This design comes from an exercise in tuning for small area, a short achievable clock period and few clock cycles per item on the open sky130 flow, not from production work.
Only simulation tests tie the RTL to the original design; equivalence was not proved.

## flow/design.v (module list and top-level ports; edited modules follow where they fit)
// module neural_network: 80 lines
// module nn_m643c: 5 lines
// module nn_m7888: 5 lines
// module nn_m76c2: 5 lines
// module nn_m6e67: 5 lines
// module nn_pair: 4 lines
// module nn_hidx: 10 lines
// module nn_oidx: 7 lines
// module nn_tab_a0n: 523 lines
// module nn_tab_a0p: 75 lines
// module nn_tab_t1n: 523 lines
// module nn_tab_t1p: 75 lines
// module nn_tab_sign: 523 lines
// module nn_tab_sigp: 523 lines
module neural_network
(
    input          clk_i,
    input          rstn_i,
    input   [63:0] data_in_i,
    input          fire_i,
    output  [15:0] prediction_o,
    output         done_o
);
  // ...
==> flow/flow/run.sh <==
#!/bin/bash
# The standard layout with two changes after the standard synthesis:
#  - the platform's delay cells (clkdlybuf4s*, dlygate4sd*, dlymetal6s*) are
#    added to its don't-use list, so the port buffers that placement inserts
#    are plain buffers rather than delay cells;
#  - sizing may swap a cell for one of another footprint
#    (MATCH_CELL_FOOTPRINT=0; the platform sets 1).
# Each step's output goes to its own log.
set -e
bash standard.sh synth > synth.log 2>&1
DU=$(sed -n '/^export DONT_USE_CELLS/,/^$/p' "$FLOW_HOME/platforms/sky130hd/config.mk" \
     | tr -d '\\' | tr -s ' \n' ' ' | sed 's/export DONT_USE_CELLS += //; s/#.*//')
for c in clkdlybuf4s15_1 clkdlybuf4s15_2 clkdlybuf4s18_1 clkdlybuf4s18_2 \
         clkdlybuf4s25_1 clkdlybuf4s25_2 clkdlybuf4s50_1 clkdlybuf4s50_2 \
         dlygate4sd1_1 dlygate4sd2_1 dlygate4sd3_1 \
         dlymetal6s2s_1 dlymetal6s4s_1 dlymetal6s6s_1; do
    DU="$DU sky130_fd_sc_hd__$c"
done
echo "DONT_USE_CELLS=$DU" > dont_use.log
bash standard.sh "DONT_USE_CELLS=$DU" MATCH_CELL_FOOTPRINT=0 finish > layout.log 2>&1
==> flow/standard.sh <==
#!/bin/bash
# synth_recipe.tcl (not shown) runs the flow's synth.tcl, then flattens the netlist and writes it again
# the make line also repeats each setting of config.mk as NAME=value (left out here)
make -C /OpenROAD-flow-scripts/flow DESIGN_CONFIG=/design/flow/config.mk WORK_HOME=/design/flow/orfs CLKGATE_MAP_FILE= SYNTH_SCRIPT=/design/flow/synth_recipe.tcl "${@:-finish}"
==> flow/config.mk <==
export PLATFORM = sky130hd
export DESIGN_NAME = neural_network
export DESIGN_NICKNAME = neural_network
export VERILOG_FILES = /design/flow/design.v
export SDC_FILE = /design/flow/constraint.sdc
export NUM_CORES = 4
export LEC_CHECK = 0
export ABC_AREA = 1
export CAP_MARGIN = 20
export CORE_MARGIN = 2
export CORE_UTILIZATION = 45
export SETUP_SLACK_MARGIN = 3
export SLEW_MARGIN = 20
export SYNTH_MEMORY_MAX_BITS = 65536
==> flow/constraint.sdc <==
create_clock -name core_clock -period 10.0 [get_ports {clk_i}]
set_input_delay 2.0000 -clock core_clock [delete_from_list [all_inputs] [get_ports {clk_i}]]
set_output_delay 2.0000 -clock core_clock [all_outputs]
set_load 0.01 [all_outputs]
==> summary.md, run 1 <==
| Metric | Value |
|---|---|
| Run status | `timing/DRC/antenna clean` |
| Yosys cell types | `69` |
| Pre-antenna DRT Iters | `12` |
| Initial core utilization | `45.4%` |
| Die height | `341 um` |
| I/O Buffers | `80` |
| DP Worst Slack | `1930 ps` |
| #MultiIn Comb | `6,711` |
| RSZ-0062 raised after global routing | `yes` |
| Wire per inst | `20.6 um` |
| Clock Pin Slew Worst Setup and Hold Paths | `100 ps` |
| Inserted Clock Buffers | `17` |
| Avg Inst Size Synth | `6.28 um2` |
| TritonCTS clock tree | `built` |
| Slowest-stage cell, CP | `ha_1` |
| Number of cells on the critical path | `20` |
| Crit-path max FO | `27` |
| Met1 usage | `43.9%` |
| Sequential share of cell area | `6.43%` |
| Ys Warns | `7` |
| Largest net degree at the start of global routing | `71` |
| CP arrival | `4860 ps` |
| Critical Path RT | `8000 ps` |
| Top sig layer | `met5` |
| Max Cap Viol | `0` |
| Final cell count without fillers | `9,603` |
| Post-cts hold buffer count | `0` |
| Worst R2R Path Depth | `34` |
| # IOs | `84` |
| Most frequent cells in the layout | `2,518 x nand2_1, 981 x inv_1, 961 x nand3_1` |
| Area grow syn2layout | `4.95%` |
| Worst Hold Path EP | `done_q` |
| Top class by area | `multi-input combinational cells` |
| FF-to-FF End | `a0_q[3]` |
| Syn Inst Count | `8,142` |
| Final setup fails | `0` |
| Worst Setup End Kind | `output pin` |
| Clock latency on the worst-skew pair | `510 ps` |
| Placed inst area | `52,300 um2` |
| Largest family of logic cells by synthesized area | `simple AND/OR/NAND/NOR gates` |
| TAP cells | `1,500` |
Testbench counts, summed over its fixed seeds: cycles 4,096, items 2,048.
==> inputs of run 2 (changes only) <==
==> flow/run.sh (new file) <==
#!/bin/bash
# synth_recipe.tcl (not shown) runs the flow's synth.tcl, then flattens the netlist and writes it again
# the make line also repeats each setting of config.mk as NAME=value (left out here)
make -C /OpenROAD-flow-scripts/flow DESIGN_CONFIG=/design/flow/config.mk WORK_HOME=/design/flow/orfs CLKGATE_MAP_FILE= SYNTH_SCRIPT=/design/flow/synth_recipe.tcl finish
removed: flow/flow/run.sh
removed: flow/standard.sh
==> summary.md, run 2 <==
| Metric | Value |
|---|---|
| Max Cap Viol | `0 (unchanged)` |
| # IOs | `84 (unchanged)` |
| Number of synthesized flops with an enable pin | `30 (unchanged)` |
| Yosys cell types | `69 (unchanged)` |
| Remaining antenna violation count | `0 (unchanged)` |
| Worst path max stage delay | `540 ps (was 510 ps)` |
| Synth async-reset ratio | `1.28% (unchanged)` |
| Sequential area share after synthesis | `6.71% (unchanged)` |
| Slowest-stage cell, CP | `clkdlybuf4s50_1 (was ha_1)` |
| Final Worst Setup Slack | `3160 ps (was 3140 ps)` |
| GRT Total Usage | `32.3% (was 32.9%)` |
| FMAX | `146 MHz (about the same)` |
| Top post-synthesis cells by count | `2,552 x nand2_1, 988 x inv_1, 965 x nand3_1, 818 x ha_1, 488 x a21oi_1 (unchanged)` |
| Die ar. | `116,000 um2 (unchanged)` |
| DP Worst Slack | `2290 ps (was 1930 ps)` |
| Num rows | `123 (unchanged)` |
| Worst R2R Path Depth | `31 (was 34)` |
| Number of global-route vias before repair | `53,424 (was 53,132)` |
| Synth area leaders | `ha_1 20%, nand2_1 19%, fa_1 11% (unchanged)` |
| TritonCTS clock tree | `built (unchanged)` |
| Synth Cell Area | `51,200 um2 (unchanged)` |
| Largest net degree at the start of global routing | `84 (was 71)` |
| Final setup fails | `0 (unchanged)` |
| Share of cells above drive strength 1 | `4.79% (was 4.38%)` |
| Die height | `341 um (unchanged)` |
| GPL Wtd Cong | `1.02 (was 1.05)` |
| Pre-antenna DRT Iters | `14 (was 12)` |
| Inserted Clock Buffers | `17 (unchanged)` |
| Root Driver | `clkbuf_16 (unchanged)` |
| Most common cell after layout, fill and taps aside | `nand2_1 (unchanged)` |
| Number of cells on the critical path | `23 (was 20)` |
| CTS sink count | `156 (unchanged)` |
| Flops & latches, synth | `156 (unchanged)` |
| Fin. Hold Viols | `0 (unchanged)` |
| Initial core utilization | `45.4% (unchanged)` |
| Global-route wire length before repair | `302,000 um (was 305,000 um)` |
| Yosys top cell by area | `ha_1 (unchanged)` |
| Ant. Diodes | `0 (unchanged)` |
| RSZ-0062 raised after global routing | `yes (unchanged)` |
| I/O Buffers | `80 (unchanged)` |
| Clock latency on the worst-skew pair | `480 ps (was 510 ps)` |
| Min-Delay Path Class | `reg -> reg (unchanged)` |
| Slew Viols, Final | `0 (unchanged)` |
| CP arrival | `4840 ps (was 4860 ps)` |
| Run status | `timing/DRC/antenna clean (unchanged)` |
| Initial antenna violation count | `1 (was 0)` |
| DRC | `0 (unchanged)` |
| Wire per inst | `20.3 um (was 20.6 um)` |
| Post-DP HPWL | `147,000 um (was 151,000 um)` |
| Die X | `341 um (unchanged)` |
| Clock Skews | `17.0 ps (was 31.4 ps)` |
| Critical Path, Cell by Cell | `inv_1, ha_1, nand2_2, inv_1, a21oi_1, nand2_1, nand2_1, nand2_8, inv_6, ha_1, inv_2, nand2_2, nand2_1, inv_2, nand2_1, a21oi_1, o21ai_0, nand2_1, nand2_1, nand3_1, nand2_1, nand2_1, clkdlybuf4s50_1 (was inv_1, ha_1, inv_2, o21ai_1, nand2_1, nand2_1, nor2_1, nand2_1, nand2_1, nand2_4, inv_4, nand2_1, clkinvlp_4, a21oi_1, nand2_1, nor2_1, nor2_1, nor2_1, nor2_1, buf_1)` |
| Post-cts hold buffer count | `0 (unchanged)` |
| Worst R2R Setup Slack | `3270 ps (was 3340 ps)` |
| Final Routed Wirelength | `194,000 um (was 198,000 um)` |
| Clock Pin Slew Worst Setup and Hold Paths | `80 ps (was 100 ps)` |
| # H-tree levels | `4 (unchanged)` |
| Avg Inst Size Synth | `6.28 um2 (unchanged)` |
| CP startpoint | `a0_q[6] (was a0_q[8])` |
| Clock Path Buffers | `2 (unchanged)` |
| Grt ovf | `0 (unchanged)` |
| Total Neg Setup Slack | `0 ps (unchanged)` |
| FF-to-FF End | `a0_q[3] (unchanged)` |
| Crit Path Category | `reg -> out (unchanged)` |
| Worst Setup End Kind | `output pin (unchanged)` |
| Crit-path leading delay family | `simple AND/OR/NAND/NOR gates (unchanged)` |
| Layout Nets | `9,221 (was 9,244)` |
| Most frequent cells in the layout | `2,504 x nand2_1, 979 x inv_1, 955 x nand3_1 (was 2,518 x nand2_1, 981 x inv_1, 961 x nand3_1)` |
| Routed vias/inst | `5.80 (was 5.81)` |
| Syn Inst Count | `8,142 (unchanged)` |
| Buf/Inv on CP | `6 (was 5)` |
| Nature of the critical path startpoint | `flop (unchanged)` |
| Vias | `55,541 (was 55,841)` |
| Main synth FF type | `dfxtp_1 (unchanged)` |
| Critical path endpoint | `prediction_o[5] (was prediction_o[1])` |
| Crit-path most repeated cell | `nand2_1 (unchanged)` |
| Ys Warns | `7 (unchanged)` |
| Count leader, synth | `nand2_1 (unchanged)` |
| Reg2reg start | `xs_q[0] (unchanged)` |
| Initial DRC Count | `6,102 (was 6,338)` |
| Relative slew slack | `42.5% (was 35.5%)` |
| Critical Path RT | `8000 ps (about the same)` |
| Crit-path max FO | `14 (was 27)` |
| Actual slew at the worst max-slew pin | `859 ps (was 967 ps)` |
| Clock period minus worst slack | `6840 ps (was 6860 ps)` |
| Area grow syn2layout | `6.65% (was 4.95%)` |
| Final period utilization | `68.4% (was 68.6%)` |
| Post-synth top area share | `20.0% (unchanged)` |
| Core ar. | `113,000 um2 (unchanged)` |
run 2: cell types whose count changed in the layout (fill, tap and decap cells not counted), sizes merged:
cell           previous run  this run
buf                     159        77
clkdlybuf4s50             0        73
clkbuf                   38        17
dlymetal6s2s              0         7
inv                    1021      1019
bufinv                    0         1
clkinv                    9        10
nand2                  2628      2629
nor2                    425       424
run 2: cells by family (layout without fill, tap and decap cells):
kind of cell / Yosys count / count (layout) / share of synthesized area [%]
xor gates and xnor gates: 333 / 333 / 5.90
other: 1 / 3 / 0.00733
AOI/OAI and AO/OA: 1023 / 1023 / 11.1
DFF: 156 / 156 / 6.71
adders and majority gates: 1087 / 1087 / 30.5
buffers and inverters: 1285 / 1213 / 10.2
and+or+nand+nor: 4257 / 4265 / 35.6
run 2: metrics by stage:
stage,std cells,util (%),instance area [um2],hold WS (ps)
after floorplan,8144,-,51200,911
after global placement,9507,46.9,52800,874
after detailed placement,9507,46.9,52800,875
after CTS,9550,47.7,53700,888
after global routing,9580,48.4,54600,913
final,9580,48.4,54600,871
run 2: per-layer routing:
metal / up-vias / GRT usage (%) / part of all wire (%)
met3: 604 / 4.16 / 8.1
met5: - / 0 / 0.0072
met2: 2742 / 52.8 / 45
met4: 2 / 13.6 / 4.8
met1: 25761 / 42.8 / 42
li1: 26432 / - / -
run 2: worst min-delay path by stage:
stage / slack, ps / endpoint / cells after the start / start
after floorplan: 910 / done_q / 0 / v1_q
after global placement: 870 / done_q / 0 / v1_q
after detailed placement: 870 / done_q / 0 / v1_q
after CTS: 890 / done_q / 0 / v1_q
after global routing: 910 / done_q / 0 / v1_q
final: 870 / done_q / 0 / v1_q
run 2: repair_timing:
item,in CTS,in global routing
buffers inserted,9,24
gates resized for setup,49,158
hold endpoints to repair,0,0
cloned,2,6
pin swaps,2,11
setup endpoints to repair,39,47
run 2: cell type report:
class	instances	area [um2]
Clock buffer	17	425
Clock inverter	15	174
Fill cell	12082	58100
Inverter	1024	3930
Multi-Input combinational cell	6711	43100
Sequential cell	156	3450
Tap cell	1500	1880
Timing Repair Buffer	157	1570
==> module neural_network, before the edit <==
module neural_network
(
    input          clk_i,
    input          rstn_i,
    input   [63:0] data_in_i,
    input          fire_i,
    output  [15:0] prediction_o,
    output         done_o
);
wire [15:0] x0 = data_in_i[15:0];
wire [15:0] x1 = data_in_i[31:16];
wire [15:0] x2 = data_in_i[47:32];
wire [15:0] x3 = data_in_i[63:48];
wire [14:0] m00, m10, m20, m30, m01, m11, m21, m31;
nn_m643c u_m00 (.a(x0[14:0]), .p(m00));
nn_m7888 u_m10 (.a(x1[14:0]), .p(m10));
nn_m7888 u_m20 (.a(x2[14:0]), .p(m20));
nn_m7888 u_m30 (.a(x3[14:0]), .p(m30));
nn_m76c2 u_m01 (.a(x0[14:0]), .p(m01));
nn_m6e67 u_m11 (.a(x1[14:0]), .p(m11));
nn_m6e67 u_m21 (.a(x2[14:0]), .p(m21));
nn_m6e67 u_m31 (.a(x3[14:0]), .p(m31));
reg [14:0] m00_q, m10_q, m20_q, m30_q, m01_q, m11_q, m21_q, m31_q;
reg [3:0]  xs_q;
reg        v1_q, done_q;
always @(posedge clk_i) begin
    m00_q <= m00;
    m10_q <= m10;
    m20_q <= m20;
    m30_q <= m30;
    m01_q <= m01;
    m11_q <= m11;
    m21_q <= m21;
    m31_q <= m31;
    xs_q  <= {x3[15], x2[15], x1[15], x0[15]};
end
always @(posedge clk_i or negedge rstn_i) begin
    if (!rstn_i) begin
        v1_q   <= 1'b0;
        done_q <= 1'b0;
    end else begin
        v1_q   <= fire_i;
        done_q <= v1_q;
    end
end
wire [15:0] pa0, pb0, pa1, pb1;
nn_pair u_pa0 (.sa(~xs_q[0]), .ma(m00_q), .sb(xs_q[1]), .mb(m10_q), .s(pa0));
nn_pair u_pb0 (.sa( xs_q[2]), .ma(m20_q), .sb(xs_q[3]), .mb(m30_q), .s(pb0));
nn_pair u_pa1 (.sa(~xs_q[0]), .ma(m01_q), .sb(xs_q[1]), .mb(m11_q), .s(pa1));
nn_pair u_pb1 (.sa( xs_q[2]), .ma(m21_q), .sb(xs_q[3]), .mb(m31_q), .s(pb1));
wire       h0_pos, h1_pos;
wire [5:0] h0_p, h1_p;
wire [8:0] h0_n, h1_n;
nn_hidx u_h0 (.a(pa0), .b(pb0), .pos(h0_pos), .p(h0_p), .n(h0_n));
nn_hidx u_h1 (.a(pa1), .b(pb1), .pos(h1_pos), .p(h1_p), .n(h1_n));
wire [15:0] a0p, a0n;
wire [14:0] t1p, t1n;
nn_tab_a0p u_a0p (.i(h0_p), .o(a0p));
nn_tab_a0n u_a0n (.i(h0_n), .o(a0n));
nn_tab_t1p u_t1p (.i(h1_p), .o(t1p));
nn_tab_t1n u_t1n (.i(h1_n), .o(t1n));
wire [15:0] a0 = h0_pos ? a0p : a0n;
wire [14:0] t1 = h1_pos ? t1p : t1n;
reg [15:0] a0_q;
reg [14:0] t1_q;
always @(posedge clk_i) begin
    if (v1_q) begin
        a0_q <= a0;
        t1_q <= t1;
    end
end
wire       o_pos;
wire [8:0] o_p, o_n;
wire [15:0] sigp, sign;
nn_oidx u_o (.a0(a0_q), .t1(t1_q), .pos(o_pos), .p(o_p), .n(o_n));
nn_tab_sigp u_sigp (.i(o_p), .o(sigp));
nn_tab_sign u_sign (.i(o_n), .o(sign));
assign prediction_o = o_pos ? sigp : sign;
assign done_o = done_q;
endmodule
==> inputs of run 3 (changes only) <==
--- a/flow/design.v
+++ b/flow/design.v
@@ -21,37 +21,28 @@
 nn_m6e67 u_m21 (.a(x2[14:0]), .p(m21));
 nn_m6e67 u_m31 (.a(x3[14:0]), .p(m31));
-reg [14:0] m00_q, m10_q, m20_q, m30_q, m01_q, m11_q, m21_q, m31_q;
-reg [3:0]  xs_q;
-reg        v1_q, done_q;
+wire [15:0] pa0, pb0, pa1, pb1;
+nn_pair u_pa0 (.sa(~x0[15]), .ma(m00), .sb(x1[15]), .mb(m10), .s(pa0));
+nn_pair u_pb0 (.sa( x2[15]), .ma(m20), .sb(x3[15]), .mb(m30), .s(pb0));
+nn_pair u_pa1 (.sa(~x0[15]), .ma(m01), .sb(x1[15]), .mb(m11), .s(pa1));
+nn_pair u_pb1 (.sa( x2[15]), .ma(m21), .sb(x3[15]), .mb(m31), .s(pb1));
+reg [15:0] pa0_q, pb0_q, pa1_q, pb1_q;
+reg        done_q;
 always @(posedge clk_i) begin
-    m00_q <= m00;
-    m10_q <= m10;
-    m20_q <= m20;
-    m30_q <= m30;
-    m01_q <= m01;
-    m11_q <= m11;
-    m21_q <= m21;
-    m31_q <= m31;
-    xs_q  <= {x3[15], x2[15], x1[15], x0[15]};
+    if (fire_i) begin
+        pa0_q <= pa0;
+        pb0_q <= pb0;
+        pa1_q <= pa1;
+        pb1_q <= pb1;
+    end
 end
 always @(posedge clk_i or negedge rstn_i) begin
-    if (!rstn_i) begin
-        v1_q   <= 1'b0;
-        done_q <= 1'b0;
-    end else begin
-        v1_q   <= fire_i;
-        done_q <= v1_q;
-    end
+    if (!rstn_i) done_q <= 1'b0;
+    else         done_q <= fire_i;
 end
-wire [15:0] pa0, pb0, pa1, pb1;
-nn_pair u_pa0 (.sa(~xs_q[0]), .ma(m00_q), .sb(xs_q[1]), .mb(m10_q), .s(pa0));
-nn_pair u_pb0 (.sa( xs_q[2]), .ma(m20_q), .sb(xs_q[3]), .mb(m30_q), .s(pb0));
-nn_pair u_pa1 (.sa(~xs_q[0]), .ma(m01_q), .sb(xs_q[1]), .mb(m11_q), .s(pa1));
-nn_pair u_pb1 (.sa( xs_q[2]), .ma(m21_q), .sb(xs_q[3]), .mb(m31_q), .s(pb1));
 wire       h0_pos, h1_pos;
 wire [5:0] h0_p, h1_p;
 wire [8:0] h0_n, h1_n;
-nn_hidx u_h0 (.a(pa0), .b(pb0), .pos(h0_pos), .p(h0_p), .n(h0_n));
-nn_hidx u_h1 (.a(pa1), .b(pb1), .pos(h1_pos), .p(h1_p), .n(h1_n));
+nn_hidx u_h0 (.a(pa0_q), .b(pb0_q), .pos(h0_pos), .p(h0_p), .n(h0_n));
+nn_hidx u_h1 (.a(pa1_q), .b(pb1_q), .pos(h1_pos), .p(h1_p), .n(h1_n));
 wire [15:0] a0p, a0n;
 wire [14:0] t1p, t1n;
@@ -62,16 +53,8 @@
 wire [15:0] a0 = h0_pos ? a0p : a0n;
 wire [14:0] t1 = h1_pos ? t1p : t1n;
-reg [15:0] a0_q;
-reg [14:0] t1_q;
-always @(posedge clk_i) begin
-    if (v1_q) begin
-        a0_q <= a0;
-        t1_q <= t1;
-    end
-end
 wire       o_pos;
 wire [8:0] o_p, o_n;
 wire [15:0] sigp, sign;
-nn_oidx u_o (.a0(a0_q), .t1(t1_q), .pos(o_pos), .p(o_p), .n(o_n));
+nn_oidx u_o (.a0(a0), .t1(t1), .pos(o_pos), .p(o_p), .n(o_n));
 nn_tab_sigp u_sigp (.i(o_p), .o(sigp));
 nn_tab_sign u_sign (.i(o_n), .o(sign));
==> flow/flow/run.sh (new file) <==
#!/bin/bash
# The standard layout with two changes after the standard synthesis:
#  - the platform's delay cells (clkdlybuf4s*, dlygate4sd*, dlymetal6s*) are
#    added to its don't-use list, so the port buffers that placement inserts
#    are plain buffers rather than delay cells;
#  - sizing may swap a cell for one of another footprint
#    (MATCH_CELL_FOOTPRINT=0; the platform sets 1).
# Each step's output goes to its own log.
set -e
bash standard.sh synth > synth.log 2>&1
DU=$(sed -n '/^export DONT_USE_CELLS/,/^$/p' "$FLOW_HOME/platforms/sky130hd/config.mk" \
     | tr -d '\\' | tr -s ' \n' ' ' | sed 's/export DONT_USE_CELLS += //; s/#.*//')
for c in clkdlybuf4s15_1 clkdlybuf4s15_2 clkdlybuf4s18_1 clkdlybuf4s18_2 \
         clkdlybuf4s25_1 clkdlybuf4s25_2 clkdlybuf4s50_1 clkdlybuf4s50_2 \
         dlygate4sd1_1 dlygate4sd2_1 dlygate4sd3_1 \
         dlymetal6s2s_1 dlymetal6s4s_1 dlymetal6s6s_1; do
    DU="$DU sky130_fd_sc_hd__$c"
done
echo "DONT_USE_CELLS=$DU" > dont_use.log
bash standard.sh "DONT_USE_CELLS=$DU" MATCH_CELL_FOOTPRINT=0 finish > layout.log 2>&1
==> flow/standard.sh (new file) <==
#!/bin/bash
# synth_recipe.tcl (not shown) runs the flow's synth.tcl, then flattens the netlist and writes it again
# the make line also repeats each setting of config.mk as NAME=value (left out here)
make -C /OpenROAD-flow-scripts/flow DESIGN_CONFIG=/design/flow/config.mk WORK_HOME=/design/flow/orfs CLKGATE_MAP_FILE= SYNTH_SCRIPT=/design/flow/synth_recipe.tcl "${@:-finish}"
--- a/flow/config.mk
+++ b/flow/config.mk
@@ -10,5 +10,5 @@
 export CORE_MARGIN = 2
 export CORE_UTILIZATION = 45
-export SETUP_SLACK_MARGIN = 3
+export SETUP_SLACK_MARGIN = 1
 export SLEW_MARGIN = 20
 export SYNTH_MEMORY_MAX_BITS = 65536
removed: flow/run.sh
==> summary.md, run 3 <==
| Metric | Value |
|---|---|
| Total Neg Setup Slack | `0 ps (unchanged)` |
| Initial core utilization | `45.4% (about the same)` |
| I/O Buffers | `80 (unchanged)` |
| Max Cap Viol | `0 (unchanged)` |
| Share of cells above drive strength 1 | `18.9% (was 4.79%)` |
| Pre-antenna DRT Iters | `10 (was 14)` |
| Synth async-reset ratio | `1.54% (was 1.28%)` |
| Die X | `327 um (was 341 um)` |
| Global-route wire length before repair | `309,000 um (was 302,000 um)` |
| Num rows | `118 (was 123)` |
| Avg Inst Size Synth | `6.55 um2 (was 6.28 um2)` |
| Syn Inst Count | `7,189 (was 8,142)` |
| Fillers | `10,490 (was 12,082)` |
| GPL Wtd Cong | `1.06 (was 1.02)` |
| Layout Nets | `9,405 (was 9,221)` |
| # IOs | `84 (unchanged)` |
| CP arrival | `7330 ps (was 4840 ps)` |
| Area grow syn2layout | `23.4% (was 6.65%)` |
| CP startpoint | `pa0_q[4] (was a0_q[6])` |
| Die height | `327 um (was 341 um)` |
| Top post-synthesis cells by count | `1,713 x nand2_1, 1,032 x inv_1, 836 x ha_1, 623 x nand3_1, 543 x a21oi_1 (was 2,552 x nand2_1, 988 x inv_1, 965 x nand3_1, 818 x ha_1, 488 x a21oi_1)` |
| Ant. Diodes | `0 (unchanged)` |
| Initial DRC Count | `5,389 (was 6,102)` |
| Remaining antenna violation count | `0 (unchanged)` |
| Slew Viols, Final | `0 (unchanged)` |
| Number of global-route vias before repair | `53,257 (was 53,424)` |
| CTS sink count | `65 (was 156)` |
| Sequential area share after synthesis | `4.14% (was 6.71%)` |
| Root Driver | `clkbuf_16 (unchanged)` |
| Wire per inst | `21.1 um (was 20.3 um)` |
| Synth Cell Area | `47,100 um2 (was 51,200 um2)` |
| Most frequent cells in the layout | `1,540 x nand2_1, 983 x inv_1, 774 x ha_1 (was 2,504 x nand2_1, 979 x inv_1, 955 x nand3_1)` |
| Clock Pin Slew Worst Setup and Hold Paths | `110 ps (was 80 ps)` |
| Final period utilization | `93.3% (was 68.4%)` |
| Synth area leaders | `ha_1 22%, nand2_1 14%, fa_1 12% (was ha_1 20%, nand2_1 19%, fa_1 11%)` |
| Placed inst area | `53,400 um2 (was 52,800 um2)` |
| Core ar. | `104,000 um2 (was 113,000 um2)` |
| # H-tree levels | `3 (was 4)` |
| Crit Path Category | `reg -> out (unchanged)` |
| Die ar. | `107,000 um2 (was 116,000 um2)` |
| Main synth FF type | `edfxtp_1 (was dfxtp_1)` |
| DRC | `0 (unchanged)` |
| Final Routed Wirelength | `203,000 um (was 194,000 um)` |
| Count leader, synth | `nand2_1 (unchanged)` |
| Yosys top cell by area | `ha_1 (unchanged)` |
| Crit-path max FO | `5 (was 14)` |
| Grt ovf | `0 (unchanged)` |
| Flops & latches, synth | `65 (was 156)` |
| Worst path max stage delay | `620 ps (was 540 ps)` |
| Clock period minus worst slack | `9330 ps (was 6840 ps)` |
| Largest net degree at the start of global routing | `56 (was 84)` |
| FMAX | `107 MHz (was 146 MHz)` |
| Critical Path RT | `8000 ps (about the same)` |
| Run status | `timing/DRC/antenna clean (unchanged)` |
| Inst Count DP | `9,402 (was 9,507)` |
| Post-cts hold buffer count | `0 (unchanged)` |
| Worst Setup End Kind | `output pin (unchanged)` |
| Final cell count without fillers | `9,610 (was 9,580)` |
| GRT Total Usage | `36.7% (was 32.3%)` |
| RSZ-0062 raised after global routing | `yes (unchanged)` |
| Ys Warns | `7 (unchanged)` |
| Fin. Hold Viols | `0 (unchanged)` |
| Critical path endpoint | `prediction_o[0] (was prediction_o[5])` |
| Crit-path most repeated cell | `nand2_1 (unchanged)` |
| Final setup fails | `0 (unchanged)` |
| Routed vias/inst | `5.74 (was 5.80)` |
| Most common cell after layout, fill and taps aside | `nand2_1 (unchanged)` |
| Slowest-stage cell, CP | `fa_2 (was clkdlybuf4s50_1)` |
| Yosys cell types | `76 (was 69)` |
| Inserted Clock Buffers | `9 (was 17)` |
| Relative slew slack | `28.6% (was 42.5%)` |
| Number of synthesized flops with an enable pin | `64 (was 30)` |
| Final Cell Area | `58,100 um2 (was 54,600 um2)` |
| Clock Path Buffers | `2 (unchanged)` |
| Final Worst Setup Slack | `673 ps (was 3160 ps)` |
| DP Worst Slack | `275 ps (was 2290 ps)` |
| Min-Delay Path Class | `in -> async (was reg -> reg)` |
| Actual slew at the worst max-slew pin | `1070 ps (was 859 ps)` |
| Post-synth top area share | `22.2% (was 20.0%)` |
| Vias | `55,136 (was 55,541)` |
| Initial antenna violation count | `3 (was 1)` |
| Nature of the critical path startpoint | `flop (unchanged)` |
| TritonCTS clock tree | `built (unchanged)` |
| Post-DP HPWL | `165,000 um (was 147,000 um)` |
[run 3: cell types whose count changed after synthesis, moves of 26 or more]
cell	change
nand2_1	-839
nand3_1	-342
dfxtp_1	-124
o21ai_0	+92
buf_2	-70
a21oi_1	+55
clkbuf_1	+50
nand4_1	-49
inv_1	+44
edfxtp_1	+34
nor2_1	-31
o311ai_0	+28
buf_1	+26
o22ai_1	+26
[run 3: critical path: cells and delay by family, from the launching register on]
kind	cells	cell delay (ps)
DFF	1	390
AOI/OAI and AO/OA	4	680
and+or+nand+nor	29	3480
adders and majority gates	3	1050
buffers and inverters	10	1310
[run 3: routing by layer]
metal | GRT usage (%) | share of wire [%] | vias up
met1 | 46.6 | 40 | 25555
met4 | 17.9 | 6.2 | 0
li1 | - | - | 25929
met5 | 0 | 0 | -
met2 | 60.7 | 45 | 2880
met3 | 5.59 | 8.3 | 772
[run 3: logic make-up after synthesis]
logic type      count (synthesis)  synth area share (%)
xor+xnor                      352                  6.89
other cells                     1               0.00797
simple gates                 2973                  27.2
buf+inv                      1337                  11.2
fa+ha+maj                    1113                  34.0
flops                          65                  4.14
compound gates               1348                  16.6
[run 3: how the worst min path moves through the flow]
stage	startpoint	to	slack, ps	cells past startpoint
floorplan	rstn_i	done_q	1700	0
global placement	rstn_i	done_q	1760	1
detailed placement	rstn_i	done_q	1770	1
CTS	rstn_i	done_q	1330	1
global route	rstn_i	done_q	1340	1
finish	rstn_i	done_q	1340	1
[run 3: cell type report]
class	count	area, um2	area share, %
Clock buffer	9	225	0.388
Tap cell	1380	1730	2.97
Inverter	1087	4180	7.19
Multi-Input combinational cell	5789	42600	73.3
Timing Repair Buffer	1273	7360	12.7
Clock inverter	7	75.1	0.129
Sequential cell	65	1950	3.35
[run 3: timing repair]
item	4_1_cts	5_1_grt
buffers inserted	102	86
gates resized for setup	671	450
pin swaps	140	147
cloned	3	1
endpoints found under the setup margin	14	21
[run 3: stage by stage]
stage	util, %	hold WS, ps
final	56.1	1340
after global routing	56.1	1340
after CTS	54.3	1330
after detailed placement	51.5	1770
after global placement	51.5	1760
after floorplan	-	1700
Testbench counts of run 3, summed over its fixed seeds: cycles 2,048, items 2,048.
==> inputs of run 4 (changes only) <==
--- a/flow/config.mk
+++ b/flow/config.mk
@@ -9,5 +9,6 @@
 export CAP_MARGIN = 20
 export CORE_MARGIN = 2
-export CORE_UTILIZATION = 45
+export CORE_UTILIZATION = 60
+export PLACE_DENSITY = 0.75
 export SETUP_SLACK_MARGIN = 1
 export SLEW_MARGIN = 20
==> summary.md, run 4 <==
| Metric | Value |
|---|---|
| Global-route wire length before repair | `416,000 um` |
| Synth area leaders | `ha_1 22%, nand2_1 14%, fa_1 12% (unchanged)` |
| Initial core utilization | `60.7% (was 45.4%)` |
| Synth Cell Area | `47,100 um2 (unchanged)` |
| GPL Wtd Cong | `1.12 (was 1.06)` |
| Grt ovf | `38` |
| GRT Total Usage | `67.3%` |
| Stop stage | `global routing (5_1_grt)` |
| Synth async-reset ratio | `1.54% (unchanged)` |
| Flops & latches, synth | `65 (unchanged)` |
| Placed inst area | `52,100 um2 (was 53,400 um2)` |
| Tool error | `[ERROR GRT-0116] Global routing finished with congestion. Check the congestion regions in the DRC Viewer.` |
| Run status | `stopped before the end (was timing/DRC/antenna clean)` |
| Sequential area share after synthesis | `4.14% (unchanged)` |
| Ys Warns | `7 (unchanged)` |
| Post-DP HPWL | `170,000 um (was 165,000 um)` |
| Yosys top cell by area | `ha_1 (unchanged)` |
| Root Driver | `clkbuf_16 (unchanged)` |
| Top post-synthesis cells by count | `1,713 x nand2_1, 1,032 x inv_1, 836 x ha_1, 623 x nand3_1, 543 x a21oi_1 (unchanged)` |
| Die height | `284 um (was 327 um)` |
| Count leader, synth | `nand2_1 (unchanged)` |
| Syn Inst Count | `7,189 (unchanged)` |
| DP Worst Slack | `83.8 ps (was 275 ps)` |
| Number of global-route vias before repair | `67,541` |
| I/O Buffers | `80 (unchanged)` |
| Yosys cell types | `76 (unchanged)` |
| Number of synthesized flops with an enable pin | `64 (unchanged)` |
| Inserted Clock Buffers | `9 (unchanged)` |
| Die X | `284 um (was 327 um)` |
| Post-cts hold buffer count | `0 (unchanged)` |
| Avg Inst Size Synth | `6.55 um2 (unchanged)` |
| Clock Path Buffers | `2 (unchanged)` |
| Num rows | `102 (was 118)` |
| Inst Count DP | `8,907 (was 9,402)` |
| Main synth FF type | `edfxtp_1 (unchanged)` |
| # H-tree levels | `3 (unchanged)` |
| CTS sink count | `65 (unchanged)` |
| Largest net degree at the start of global routing | `57` |
| Post-synth top area share | `22.2% (unchanged)` |
| # IOs | `84 (unchanged)` |
-- run 4: repair_timing --
action,4_1_cts
gates resized for setup,559
setup buffers,92
pin swaps,61
gates cloned,2
endpoints found under the setup margin,21
-- run 4: worst max-delay path by stage --
| stage | start | endpoint | slack, ps | cells after the start |
|---|---|---|---|---|
| detailed placement | data_in_i[36] | pb1_q[15] | 80 | 43 |
| floorplan | pa1_q[6] | prediction_o[5] | 1460 | 45 |
| global placement | pa1_q[6] | prediction_o[2] | 430 | 40 |
| CTS | pb0_q[3] | prediction_o[1] | 990 | 49 |
-- run 4: metal layers --
metal	global-route usage (%)	GRT overflow
met2	86.8	22
met3	48.0	0
met1	68.1	1
met5	25.2	0
met4	64.1	15
-- run 4: logic make-up after synthesis --
group           share of synthesized area, %
compound gates                          16.6
flops                                   4.14
other cells                          0.00797
simple gates                            27.2
fa+ha+maj                               34.0
buf+inv                                 11.2
xor+xnor                                6.89
==> inputs of run 5 (changes only) <==
--- a/flow/config.mk
+++ b/flow/config.mk
@@ -11,5 +11,5 @@
 export CORE_UTILIZATION = 60
 export PLACE_DENSITY = 0.75
-export SETUP_SLACK_MARGIN = 1
+export SETUP_SLACK_MARGIN = 0.5
 export SLEW_MARGIN = 20
 export SYNTH_MEMORY_MAX_BITS = 65536
==> summary.md, run 5 <==
| Metric | Value |
|---|---|
| Yosys cell types | `76 (unchanged)` |
| GPL Wtd Cong | `1.12 (unchanged)` |
| Inserted Clock Buffers | `9 (unchanged)` |
| Top post-synthesis cells by count | `1,713 x nand2_1, 1,032 x inv_1, 836 x ha_1, 623 x nand3_1, 543 x a21oi_1 (unchanged)` |
| # H-tree levels | `3 (unchanged)` |
| Grt ovf | `1` |
| Root Driver | `clkbuf_16 (unchanged)` |
| Largest net degree at the start of global routing | `57` |
| Flops & latches, synth | `65 (unchanged)` |
| Syn Inst Count | `7,189 (unchanged)` |
| Run status | `stopped before the end (unchanged)` |
| Ys Warns | `7 (unchanged)` |
| Num rows | `102 (unchanged)` |
| Synth area leaders | `ha_1 22%, nand2_1 14%, fa_1 12% (unchanged)` |
| Global-route wire length before repair | `383,000 um` |
| Yosys top cell by area | `ha_1 (unchanged)` |
| Number of synthesized flops with an enable pin | `64 (unchanged)` |
| Number of global-route vias before repair | `64,975` |
| Clock Path Buffers | `2 (unchanged)` |
| Stop stage | `global routing (5_1_grt) (unchanged)` |
| Avg Inst Size Synth | `6.55 um2 (unchanged)` |
| Tool error | `[ERROR GRT-0116] Global routing finished with congestion. Check the congestion regions in the DRC Viewer. (unchanged)` |
| Die X | `284 um (unchanged)` |
| Main synth FF type | `edfxtp_1 (unchanged)` |
| Post-DP HPWL | `170,000 um (unchanged)` |
| Synth async-reset ratio | `1.54% (unchanged)` |
| I/O Buffers | `80 (unchanged)` |
| Die height | `284 um (unchanged)` |
| Initial core utilization | `60.7% (unchanged)` |
| Post-synth top area share | `22.2% (unchanged)` |
| GRT Total Usage | `61.8%` |
| CTS sink count | `65 (unchanged)` |
| # IOs | `84 (unchanged)` |
| Synth Cell Area | `47,100 um2 (unchanged)` |
| Count leader, synth | `nand2_1 (unchanged)` |
| Sequential area share after synthesis | `4.14% (unchanged)` |
## run 5: cell counts after synthesis
No cell type changed its count.
## run 5: how the worst max path moves through the flow
| stage | startpoint | endpoint | slack (ps) | cells past startpoint |
|---|---|---|---|---|
| after CTS | data_in_i[16] | pa1_q[15] | 500 | 36 |
| after global placement | pa1_q[6] | prediction_o[2] | 430 | 40 |
| after floorplan | pa1_q[6] | prediction_o[5] | 1460 | 45 |
| after detailed placement | data_in_i[36] | pb1_q[15] | 80 | 43 |
## run 5: timing repair
item | in CTS
hold buffers | 0
pin swaps | 4
setup endpoints to repair | 15
buffers inserted | 16
resized for setup | 105
hold endpoints to repair | 0
## run 5: cells by family after synthesis
logic type	count (synthesis)	share of synthesized area, %
buffers and inverters	1337	11.2
adders and majority gates	1113	34.0
AOI/OAI and AO/OA	1348	16.6
DFF	65	4.14
and+or+nand+nor	2973	27.2
other	1	0.00797
xor gates and xnor gates	352	6.89
## run 5: layer usage
metal  overflow  global-route usage, %
met5          0                   19.5
met4          1                   58.1
met3          0                   38.3
met2          0                   83.2
met1          0                   63.9
## run 5: per-stage QoR
stage / instance area (um2) / std cells / worst slack [ps]
floorplan: 47100 / 7191 / 1460
global placement: 52100 / 8907 / 429
detailed placement: 52100 / 8907 / 83.8
CTS: 52800 / 8939 / 500
==> inputs of run 6 (changes only) <==
--- a/flow/config.mk
+++ b/flow/config.mk
@@ -9,7 +9,7 @@
 export CAP_MARGIN = 20
 export CORE_MARGIN = 2
-export CORE_UTILIZATION = 60
-export PLACE_DENSITY = 0.75
-export SETUP_SLACK_MARGIN = 0.5
+export CORE_UTILIZATION = 50
+export PLACE_DENSITY = 0.68
+export SETUP_SLACK_MARGIN = 1
 export SLEW_MARGIN = 20
 export SYNTH_MEMORY_MAX_BITS = 65536
==> summary.md, run 6 <==
| Metric | Value |
|---|---|
| Run status | `timing/DRC/antenna clean (was stopped before the end)` |
| Relative slew slack | `27.6%` |
| Post-DP HPWL | `159,000 um (was 170,000 um)` |
| Die height | `311 um (was 284 um)` |
| Synth area leaders | `ha_1 22%, nand2_1 14%, fa_1 12% (unchanged)` |
| Initial antenna violation count | `3` |
| Total Neg Setup Slack | `0 ps` |
| Actual slew at the worst max-slew pin | `1090 ps` |
| Flops & latches, synth | `65 (unchanged)` |
| Post-cts hold buffer count | `0 (unchanged)` |
| Inserted Clock Buffers | `9 (unchanged)` |
| Remaining antenna violation count | `0` |
| Layout Nets | `9,431` |
| Share of cells above drive strength 1 | `20.9%` |
| Crit-path max FO | `13` |
| Worst Setup End Kind | `output pin` |
| TritonCTS clock tree | `built` |
| CTS sink count | `65 (unchanged)` |
| Synth async-reset ratio | `1.54% (unchanged)` |
| FMAX | `108 MHz` |
| # IOs | `84 (unchanged)` |
| Main synth FF type | `edfxtp_1 (unchanged)` |
| # H-tree levels | `3 (unchanged)` |
| Avg Inst Size Synth | `6.55 um2 (unchanged)` |
| Post-synth top area share | `22.2% (unchanged)` |
| Worst path max stage delay | `650 ps` |
| Max Cap Viol | `0` |
| Syn Inst Count | `7,189 (unchanged)` |
| DRC | `0` |
| Min-Delay Path Class | `in -> async` |
| Crit-path most repeated cell | `buf_6` |
| CP arrival | `7230 ps` |
| Synth Cell Area | `47,100 um2 (unchanged)` |
| Clock Pin Slew Worst Setup and Hold Paths | `60 ps` |
| Clock Path Buffers | `2 (unchanged)` |
| Initial core utilization | `50.4% (was 60.7%)` |
| GRT Total Usage | `39.2%` |
| Root Driver | `clkbuf_16 (unchanged)` |
| Clock period minus worst slack | `9230 ps` |
| Yosys top cell by area | `ha_1 (unchanged)` |
| Crit Path Category | `reg -> out` |
| Placed inst area | `52,500 um2 (was 52,100 um2)` |
| I/O Buffers | `80 (unchanged)` |
| Slowest-stage cell, CP | `fa_2` |
| Area grow syn2layout | `26.1%` |
| Buf/Inv on CP | `13` |
| Top post-synthesis cells by count | `1,713 x nand2_1, 1,032 x inv_1, 836 x ha_1, 623 x nand3_1, 543 x a21oi_1 (unchanged)` |
| Critical Path RT | `8000 ps` |
| Num rows | `112 (was 102)` |
| Routed vias/inst | `5.95` |
| RSZ-0062 raised after global routing | `yes` |
| Sequential area share after synthesis | `4.14% (unchanged)` |
| Number of global-route vias before repair | `53,631` |
| Slew Viols, Final | `0` |
| Crit-path leading delay family | `compound AO/OA/AOI/OAI gates` |
| Fin. Hold Viols | `0` |
| Yosys cell types | `76 (unchanged)` |
| Wire per inst | `21.2 um` |
| Most common cell after layout, fill and taps aside | `nand2_1` |
| Ys Warns | `7 (unchanged)` |
| Met3 usage | `6.18%` |
| Number of synthesized flops with an enable pin | `64 (unchanged)` |
| Met1 usage | `48.2%` |
| Die ar. | `96,600 um2` |
| Pre-antenna DRT Iters | `8` |
| Nature of the critical path startpoint | `flop` |
| Final period utilization | `92.3%` |
| Final Routed Wirelength | `202,000 um` |
| Vias | `56,555` |
| Core ar. | `93,300 um2` |
| Initial DRC Count | `6,946` |
| Die X | `311 um (was 284 um)` |
| Grt ovf | `0` |
| Largest net degree at the start of global routing | `47` |
| GPL Wtd Cong | `1.08 (was 1.12)` |
| Final Cell Area | `59,400 um2` |
| Global-route wire length before repair | `303,000 um` |
| Most used routing layer | `met2` |
| Met2 Use GR | `64.8%` |
| Final setup fails | `0` |
| Count leader, synth | `nand2_1 (unchanged)` |
| Most frequent cells in the layout | `1,528 x nand2_1, 954 x inv_1, 756 x ha_1` |
-- run 6: timing repair --
action	in CTS	in global routing
gates cloned	3	6
setup buffers	66	263
pin swaps	58	224
endpoints found under the setup margin	15	21
resized for setup	531	936
-- run 6: final timing paths --
path / cells after the start / end / startpoint / slack, ps
min: 1 / done_q / rstn_i / 1410
min in group core_clock: 1 / done_q / fire_i / 2250
max: 42 / prediction_o[2] / pb1_q[8] / 770
max in group asynchronous: 1 / done_q / rstn_i / 8480
-- run 6: per-stage QoR --
step                util (%)  setup slack [ps]  instances  hold slack (ps)
floorplan                  -              1460       7191             1700
global placement        56.3               239       9156             1760
detailed placement      56.3               373       9156             1770
CTS                     58.9               963       9241             1400
global route            63.6               477       9510             1410
finish                  63.6               767       9511             1410
-- run 6: cell type report --
class | count | area [um2]
diodes | 1 | 2.50
clock buffers | 9 | 225
clock inverters | 7 | 118
fillers | 8743 | 34000
inverters | 1087 | 4250
multi-input cells | 5791 | 43600
flip-flops and latches | 65 | 1950
well taps | 1254 | 1570
repair buffers | 1296 | 7690
repair inverters | 1 | 7.51
-- run 6: logic make-up after synthesis --
kind of cell | synth area share (%)
AOI/OAI and AO/OA | 16.6
xor gates and xnor gates | 6.89
adders and majority gates | 34.0
buffers and inverters | 11.2
DFF | 4.14
other | 0.00797
and+or+nand+nor | 27.2
-- run 6: per-layer routing --
metal  up-vias  part of all wire (%)  routed length, um
li1      26002                     -                  -
met1     26117                    38              76000
met2      3484                    45              91600
met3       950                   9.4              19000
met4         2                   7.4              14900
met5         -                0.0060                 12
==> inputs of run 7 (changes only) <==
--- a/flow/config.mk
+++ b/flow/config.mk
@@ -9,7 +9,6 @@
 export CAP_MARGIN = 20
 export CORE_MARGIN = 2
-export CORE_UTILIZATION = 50
-export PLACE_DENSITY = 0.68
-export SETUP_SLACK_MARGIN = 1
+export CORE_UTILIZATION = 45
+export SETUP_SLACK_MARGIN = 0.6
 export SLEW_MARGIN = 20
 export SYNTH_MEMORY_MAX_BITS = 65536
==> summary.md, run 7 <==
| Metric | Value |
|---|---|
| Synth async-reset ratio | `1.54% (unchanged)` |
| Final period utilization | `93.2% (was 92.3%)` |
| Die height | `327 um (was 311 um)` |
| Min-Delay Path Class | `in -> async (unchanged)` |
| Critical Path RT | `8000 ps (about the same)` |
| Main synth FF type | `edfxtp_1 (unchanged)` |
| Worst Setup End Kind | `output pin (unchanged)` |
| Fin. Hold Viols | `0 (unchanged)` |
| Most common cell after layout, fill and taps aside | `nand2_1 (unchanged)` |
| Total Neg Setup Slack | `0 ps (unchanged)` |
| Slew Viols, Final | `0 (unchanged)` |
| Die X | `327 um (was 311 um)` |
| FMAX | `107 MHz (was 108 MHz)` |
| Synth area leaders | `ha_1 22%, nand2_1 14%, fa_1 12% (unchanged)` |
| Yosys cell types | `76 (unchanged)` |
| CP arrival | `7320 ps (was 7230 ps)` |
| Final cell count without fillers | `9,543 (was 9,511)` |
| Post-cts hold buffer count | `0 (unchanged)` |
| GPL Wtd Cong | `1.06 (was 1.08)` |
| Final Routed Wirelength | `201,000 um (was 202,000 um)` |
| Number of synthesized flops with an enable pin | `64 (unchanged)` |
| TritonCTS clock tree | `built (unchanged)` |
| Actual slew at the worst max-slew pin | `1090 ps (about the same)` |
| Wire per inst | `21.0 um (was 21.2 um)` |
| Num rows | `118 (was 112)` |
| Fin util | `55.0% (was 63.6%)` |
| Initial antenna violation count | `3 (unchanged)` |
| Ys Warns | `7 (unchanged)` |
| Routed vias/inst | `5.73 (was 5.95)` |
| Placed inst area | `53,400 um2 (was 52,500 um2)` |
| Run status | `timing/DRC/antenna clean (unchanged)` |
| Count leader, synth | `nand2_1 (unchanged)` |
| Largest net degree at the start of global routing | `56 (was 47)` |
| Grt ovf | `0 (unchanged)` |
| Die ar. | `107,000 um2 (was 96,600 um2)` |
| DRC | `0 (unchanged)` |
| Final Cell Area | `57,000 um2 (was 59,400 um2)` |
| Initial core utilization | `45.4% (was 50.4%)` |
| Inserted Clock Buffers | `9 (unchanged)` |
| Core ar. | `104,000 um2 (was 93,300 um2)` |
| Yosys top cell by area | `ha_1 (unchanged)` |
| Crit-path max FO | `8 (was 13)` |
| Crit-path most repeated cell | `nand2_1 (was buf_6)` |
| # H-tree levels | `3 (unchanged)` |
| Worst path max stage delay | `510 ps (was 650 ps)` |
| Number of global-route vias before repair | `52,425 (was 53,631)` |
| Slowest-stage cell, CP | `fa_2 (unchanged)` |
| I/O Buffers | `80 (unchanged)` |
| Root Driver | `clkbuf_16 (unchanged)` |
| # IOs | `84 (unchanged)` |
| Avg Inst Size Synth | `6.55 um2 (unchanged)` |
| Vias | `54,715 (was 56,555)` |
| Sequential area share after synthesis | `4.14% (unchanged)` |
| Remaining antenna violation count | `0 (unchanged)` |
| RSZ-0062 raised after global routing | `yes (unchanged)` |
| Most frequent cells in the layout | `1,600 x nand2_1, 996 x inv_1, 783 x ha_1 (was 1,528 x nand2_1, 954 x inv_1, 756 x ha_1)` |
| Layout Nets | `9,337 (was 9,431)` |
| Syn Inst Count | `7,189 (unchanged)` |
| Crit Path Category | `reg -> out (unchanged)` |
| Global-route wire length before repair | `305,000 um (was 303,000 um)` |
| GRT Total Usage | `36.1% (was 39.2%)` |
| Share of cells above drive strength 1 | `16.8% (was 20.9%)` |
| Post-DP HPWL | `165,000 um (was 159,000 um)` |
| Final setup fails | `0 (unchanged)` |
| Clock Pin Slew Worst Setup and Hold Paths | `110 ps (was 60 ps)` |
| Initial DRC Count | `5,632 (was 6,946)` |
| Post-synth top area share | `22.2% (unchanged)` |
| Synth Cell Area | `47,100 um2 (unchanged)` |
| Clock period minus worst slack | `9320 ps (was 9230 ps)` |
| Pre-antenna DRT Iters | `10 (was 8)` |
| Relative slew slack | `27.4% (was 27.6%)` |
| Area grow syn2layout | `21.0% (was 26.1%)` |
| Flops & latches, synth | `65 (unchanged)` |
| Inst Count DP | `9,402 (was 9,156)` |
| Clock Path Buffers | `2 (unchanged)` |
| Area of the multi-input gates | `42,000 um2 (was 43,600 um2)` |
| Fillers | `10,566 (was 8,743)` |
| Top post-synthesis cells by count | `1,713 x nand2_1, 1,032 x inv_1, 836 x ha_1, 623 x nand3_1, 543 x a21oi_1 (unchanged)` |
| Nature of the critical path startpoint | `flop (unchanged)` |
| Max Cap Viol | `0 (unchanged)` |
| Register area | `1950 um2 (unchanged)` |
| CTS sink count | `65 (unchanged)` |
-- run 7: cell counts after synthesis --
No cell type changed its count.
-- run 7: final cells by class --
type	count	share of cell area, %
repair buffers	1205	12.0
inverters	1087	7.30
diodes	1	0.00439
flip-flops and latches	65	3.42
well taps	1380	3.03
clock inverters	7	0.132
clock buffers	9	0.395
multi-input cells	5789	73.8
-- run 7: worst paths after layout --
path	endpoint	from	slack, ps	depth (start not counted)
min in group core_clock	done_q	fire_i	2120	1
setup / recovery	prediction_o[0]	pb0_q[8]	680	49
hold / removal	done_q	rstn_i	1340	1
max in group asynchronous	done_q	rstn_i	8570	1
-- run 7: worst max-delay path, delay by kind of cell, from the launching register on --
kind	cells	cell delay [ps]
buf+inv	16	2060
fa+ha+maj	3	1000
compound gates	7	860
simple gates	23	2550
flops	1	460
-- run 7: per-stage QoR --
step / setup WS (ps) / hold WS, ps
after floorplan: 1460 / 1700
after global placement: 154 / 1760
after detailed placement: 275 / 1770
after CTS: 592 / 1330
after global routing: 408 / 1340
final: 683 / 1340
-- run 7: what timing repair did --
item                                    in CTS  in global routing
hold endpoints to repair                     0                  0
setup buffers                               25                 99
pin swaps                                   18                139
gates resized for setup                    173                685
endpoints found under the setup margin      13                 15
-- run 7: cells by family after synthesis --
| family | after synthesis | share of synthesized area, % |
|---|---|---|
| simple gates | 2973 | 27.2 |
| compound gates | 1348 | 16.6 |
| buf+inv | 1337 | 11.2 |
| fa+ha+maj | 1113 | 34.0 |
| xor+xnor | 352 | 6.89 |
| flops | 65 | 4.14 |
| other cells | 1 | 0.00797 |
-- run 7: per-layer routing --
metal	wire, um	vias to the layer above	global-route usage [%]
met5	0	-	0
met1	80600	25331	46.2
met2	90400	2867	59.5
li1	-	25787	-
met4	12700	0	17.8
met3	17000	730	5.01

## separate check: timing with driven ports
No port has a modelled driver above. Below, the same layouts with a new extraction and two added sets of constraints.
Step 1 (the two cells are an assumption about what drives the block):
set clk [get_ports {clk_i}]
set_driving_cell -lib_cell sky130_fd_sc_hd__clkbuf_16 $clk
set_driving_cell -lib_cell sky130_fd_sc_hd__buf_2 [delete_from_list [all_inputs] $clk]
Step 2 times the ports against the registers' clock, not the clock port: input delays grow and output delays shrink by t, the midpoint of the rising clock arrivals with the driver on.
Three values: ideal, step 1, step 2; two values: the first two.
run	t, ns	setup WS [ns]	worst data-port slew with drivers (ns)	pins driven straight from the clock port
run 1	0.560	3.137 / 3.070 / 2.900	0.06	1
run 2	0.549	3.161 / 3.088 / 2.796	0.09	1
run 3	0.421	0.673 / 0.624 / 1.045	0.04	1
run 6	0.391	0.767 / 0.723 / 1.052	0.04	1
run 7	0.420	0.683 / 0.634 / 0.845	0.04	1
After both steps every run listed still meets setup and hold. The setup slack of run 2, which loses most, moves by -0.073 ns with the drivers and by -0.365 ns with both steps.
